Background: an optimization exercise with open tools, aiming at small area and a short achievable clock period. Do not read the settings as production practice.

==> flow/design.v <==
`timescale 1ns / 1ps
module cordic_stage (clk, reset, X_i, Y_i, Z_i, X_O, Y_O, Z_O);
  input clk;
  input reset;
  input  signed [15:0] X_i;
  input  signed [15:0] Y_i;
  input  signed [15:0] Z_i;
  output signed [15:0] X_O;
  output signed [15:0] Y_O;
  output signed [15:0] Z_O;
  function [15:0] addc;
    input [15:0] a;
    input [15:0] b;
    input        inv;
    input        cin;
    reg   [15:0] bb, p, g, gg, pp, gn, pn;
    integer i, d;
    begin
      bb = b ^ {16{inv}};
      p  = a ^ bb;
      g  = a & bb;
      gg = {g[15:1], g[0] | (p[0] & cin)};
      pp = p;
      for (d = 1; d < 16; d = d * 2) begin
        gn = gg; pn = pp;
        for (i = d; i < 16; i = i + 1) begin
          gn[i] = gg[i] | (pp[i] & gg[i-d]);
          pn[i] = pp[i] & pp[i-d];
        end
        gg = gn; pp = pn;
      end
      addc = p ^ {gg[14:0], cin};
    end
  endfunction
  function [4:0] lowpart;
    input [2:0] w;
    input [3:0] k;
    reg   [3:0] lo;
    begin
      lo = {1'b0, w} + {1'b0, k[2:0]};
      lowpart = {lo[3] & ~k[3], ~lo[3] & k[3], lo[2:0]};
    end
  endfunction
  function [15:0] addlow;
    input [15:0] w;
    input [4:0]  lp;
    reg          ones, zeros;
    integer i;
    begin
      addlow[2:0] = lp[2:0];
      ones = 1'b1; zeros = 1'b1;
      for (i = 3; i < 16; i = i + 1) begin
        addlow[i] = w[i] ^ (lp[4] & ones) ^ (lp[3] & zeros);
        ones  = ones & w[i];
        zeros = zeros & ~w[i];
      end
    end
  endfunction
  reg [16*15-1:0] ws;
  reg [16*15-1:0] vs;
  reg [14:0] q;
  reg [14:0] n;
  reg signed [13:0] z1;
  reg signed [13:0] z2;
  reg signed [12:0] z3;
  reg signed [11:0] z4;
  reg signed [10:0] z5;
  reg signed [9:0] z6;
  reg signed [8:0] z7;
  reg signed [7:0] z8;
  reg signed [6:0] z9;
  reg signed [5:0] z10;
  reg signed [4:0] z11;
  reg signed [3:0] z12;
  reg signed [2:0] z13;
  reg signed [1:0] z14;
  reg        z15;
  reg        zo;
  reg [15:0] xo, yo;
  wire qi = Z_i[15] ^ Z_i[14];
  always @(posedge clk) begin
    ws[15:0] <= X_i ^ {16{qi}};
    vs[15:0] <= Y_i ^ {16{Z_i[15]}};
    q[0]     <= qi;
    n[0]     <= Z_i[14];
    z1       <= {~Z_i[13], Z_i[12:0]};
  end
  wire [13:0] dn = n[13:0];
  wire [13:0] dnext;
  assign dnext[0] = z1[13];
  assign dnext[1] = z2[13];
  assign dnext[2] = z3[12];
  assign dnext[3] = z4[11];
  assign dnext[4] = z5[10];
  assign dnext[5] = z6[9];
  assign dnext[6] = z7[8];
  assign dnext[7] = z8[7];
  assign dnext[8] = z9[6];
  assign dnext[9] = z10[5];
  assign dnext[10] = z11[4];
  assign dnext[11] = z12[3];
  assign dnext[12] = z13[2];
  assign dnext[13] = z14[1];
  genvar j;
  generate
    for (j = 0; j < 14; j = j + 1) begin : it
      wire signed [15:0] w = ws[16*j +: 16];
      wire signed [15:0] v = vs[16*j +: 16];
      always @(posedge clk) begin
        ws[16*(j+1) +: 16] <= addc(w, v >>> j, 1'b1, ~dn[j] ^ q[j]);
        vs[16*(j+1) +: 16] <= addc(v, w >>> j, 1'b0, q[j]) ^ {16{dn[j] ^ (j < 13 ? dnext[j] : 1'b0)}};
        n[j+1]             <= dnext[j];
        q[j+1]             <= q[j];
      end
    end
  endgenerate
  always @(posedge clk) begin
    z2  <= z1[13]   ? z1  + 14'sd4836 : z1  - 14'sd4836;
    z3  <= z2[13]   ? z2  + 14'sd2555 : z2  - 14'sd2555;
    z4  <= z3[12]   ? z3  + 13'sd1297 : z3  - 13'sd1297;
    z5  <= z4[11]   ? z4  + 12'sd651  : z4  - 12'sd651;
    z6  <= z5[10]   ? z5  + 11'sd326  : z5  - 11'sd326;
    z7  <= z6[9]    ? z6  + 10'sd163  : z6  - 10'sd163;
    z8  <= z7[8]    ? z7  + 9'sd81   : z7  - 9'sd81;
    z9  <= z8[7]    ? z8  + 8'sd41   : z8  - 8'sd41;
    z10 <= z9[6]    ? z9  + 7'sd20   : z9  - 7'sd20;
    z11 <= z10[5]   ? z10 + 6'sd10   : z10 - 6'sd10;
    z12 <= z11[4]   ? z11 + 5'sd5    : z11 - 5'sd5;
    z13 <= z12[3]   ? z12 + 4'sd3    : z12 - 4'sd3;
    z14 <= z13[2]   ? z13 + 3'sd1    : z13 - 3'sd1;
    z15 <= z14[1]   ? z14 + 2'sd1    : z14 - 2'sd1;
    zo  <= z15;
  end
  wire [15:0] w14 = ws[16*14 +: 16];
  wire [15:0] v14 = vs[16*14 +: 16];
  wire        d14 = n[14];            
  wire        d15 = z15;              
  wire        qf  = q[14];
  function signed [3:0] step14;
    input [1:0] t;
    input       inv;
    input       qq;
    begin
      step14 = ({{2{t[1]}}, t} ^ {4{inv}}) + {3'd0, inv ^ qq};
    end
  endfunction
  function signed [3:0] step15;
    input signed [3:0] s14;
    input              sgn;
    input              inv;
    input              qq;
    begin
      step15 = s14 + ({4{sgn}} ^ {4{inv}}) + {3'd0, inv ^ qq} + {3'd0, qq};
    end
  endfunction
  function [1:0] sign14_tab;
    input [6:0] idx;
    reg   [4:0] r;
    integer n;
    begin
      sign14_tab = 2'b00;
      for (n = 0; n < 128; n = n + 1)
        if (idx == n) begin
          r = lowpart(n[6:4], step14(n[3:2], n[1], n[0]));
          sign14_tab = r[4:3];
        end
    end
  endfunction
  function [4:0] last_tab;
    input [7:0] idx;
    input       sgn;
    integer n;
    begin
      last_tab = 5'd0;
      for (n = 0; n < 256; n = n + 1)
        if (idx == n)
          last_tab = lowpart(n[7:5], step15(step14(n[4:3], n[2], n[0]), sgn, n[1], n[0]));
    end
  endfunction
  function signbit;
    input [15:0] w;
    input [1:0]  id;
    begin
      signbit = w[15] ^ (id[1] & (&w[14:3])) ^ (id[0] & ~(|w[14:3]));
    end
  endfunction
  wire        w15s = signbit(w14, sign14_tab({w14[2:0], v14[15:14], ~d14, qf}));
  wire        v15s = signbit(v14, sign14_tab({v14[2:0], w14[15:14], d14, qf}));
  wire [7:0]  ix   = {w14[2:0], v14[15:14], ~d14, ~d15, qf};
  wire [7:0]  iy   = {v14[2:0], w14[15:14], d14, d15, qf};
  wire [4:0]  lx0  = last_tab(ix, 1'b0);
  wire [4:0]  lx1  = last_tab(ix, 1'b1);
  wire [4:0]  ly0  = last_tab(iy, 1'b0);
  wire [4:0]  ly1  = last_tab(iy, 1'b1);
  always @(posedge clk) begin
    xo <= addlow(w14, v15s ? lx1 : lx0);
    yo <= addlow(v14, w15s ? ly1 : ly0);
  end
  assign X_O = xo;
  assign Y_O = yo;
  assign Z_O = {16{zo}};
endmodule
==> flow/config.mk <==
export PLATFORM = sky130hd
export DESIGN_NAME = cordic_stage
export DESIGN_NICKNAME = cordic_stage
export VERILOG_FILES = /design/flow/design.v
export SDC_FILE = /design/flow/constraint.sdc
export NUM_CORES = 4
export LEC_CHECK = 0
export CAP_MARGIN = 20
export CORE_MARGIN = 2
export CORE_UTILIZATION = 40
export SLEW_MARGIN = 20
==> flow/constraint.sdc <==
create_clock -name core_clock -period 3.65 [get_ports {clk}]
set_input_delay 0.7300 -clock core_clock [delete_from_list [all_inputs] [get_ports {clk}]]
set_output_delay 0.7300 -clock core_clock [all_outputs]
set_load 0.01 [all_outputs]
run.sh (not shown) runs the stock make flow with config.mk's settings and CLKGATE_MAP_FILE= SYNTH_SCRIPT=/design/flow/synth_recipe.tcl, a recipe that flattens the netlist after the stock synthesis.
The starting point went through all stages and came out clean.
Edit:
--- a/flow/config.mk
+++ b/flow/config.mk
@@ -9,3 +9,4 @@
 export CORE_MARGIN = 2
-export CORE_UTILIZATION = 40
+export CORE_UTILIZATION = 65
+export PLACE_DENSITY = 0.8
 export SLEW_MARGIN = 20
Result: Wire length rose by 8.2%; fmax rose by 2.7%; via count rose by 5.8%.
Edit:
--- a/flow/config.mk
+++ b/flow/config.mk
@@ -9,4 +9,4 @@
 export CORE_MARGIN = 2
-export CORE_UTILIZATION = 65
-export PLACE_DENSITY = 0.8
+export CORE_UTILIZATION = 40
+export SETUP_SLACK_MARGIN = 0.6
 export SLEW_MARGIN = 20
Setup slack gains 0.40 ns.
Die area went up by 61%.
Clock skew came out lower by 0.0079 ns.
Edit:
--- a/flow/config.mk
+++ b/flow/config.mk
@@ -10,3 +10,3 @@
 export CORE_UTILIZATION = 40
-export SETUP_SLACK_MARGIN = 0.6
+export SETUP_SLACK_MARGIN = 1.4
 export SLEW_MARGIN = 20
The changed run finished with timing, DRC and antenna clean.
Setup slack improves by 0.029 ns.
Count of clock-buffer cells in the layout shrinks by 2.
Edit:
--- a/flow/config.mk
+++ b/flow/config.mk
@@ -10,3 +10,3 @@
 export CORE_UTILIZATION = 40
-export SETUP_SLACK_MARGIN = 1.4
+export SETUP_SLACK_MARGIN = 1.0
 export SLEW_MARGIN = 20
The new run finished clean.
Cell area drops by 5.0%.
Area after synthesis is unchanged.
Die area does not change.
Core utilization goes down by 2.7 points.
Non-clock buffer count drops by 177.
Global-route usage went down by 0.75 points.
Register-to-register slack gets better by 0.04 ns.
Fmax went up by 1.3%.
Function was not checked in any run of this note: the RTL went through the layout flow alone.

==> re-timing with driven ports <==
Ports are ideal in the flow. The routed layouts listed here were re-timed in OpenROAD. Step 1: set_driving_cell puts a clkbuf_16 on clk and a buf_2 on each other input, an assumption about the parent block. Step 2 moves the port delays by t, midway between the first and last clock arrival at a register: inputs arrive t later, outputs are due t later. That takes back most of the time a late clock gives input paths. Three values: no drivers, after step 1, after step 2; two values: the first two.
run	t (ns)	setup WS [ns]	worst hold slack (ns)	slew at the worst register clock pin (ns)
the first run	0.700	0.119 / 0.119 / 0.119	0.324 / 0.324 / 0.324	0.06 / 0.06
the second run	0.688	0.213 / 0.213 / 0.213	0.326 / 0.326 / 0.326	0.07 / 0.07
the third run	0.695	0.614 / 0.614 / 0.614	0.320 / 0.320 / 0.320	0.07 / 0.07
the fourth run	0.711	0.643 / 0.643 / 0.643	0.318 / 0.318 / 0.318	0.07 / 0.07
the fifth run	0.720	0.681 / 0.681 / 0.681	0.326 / 0.326 / 0.326	0.07 / 0.07
After both steps every run listed still meets setup and hold.
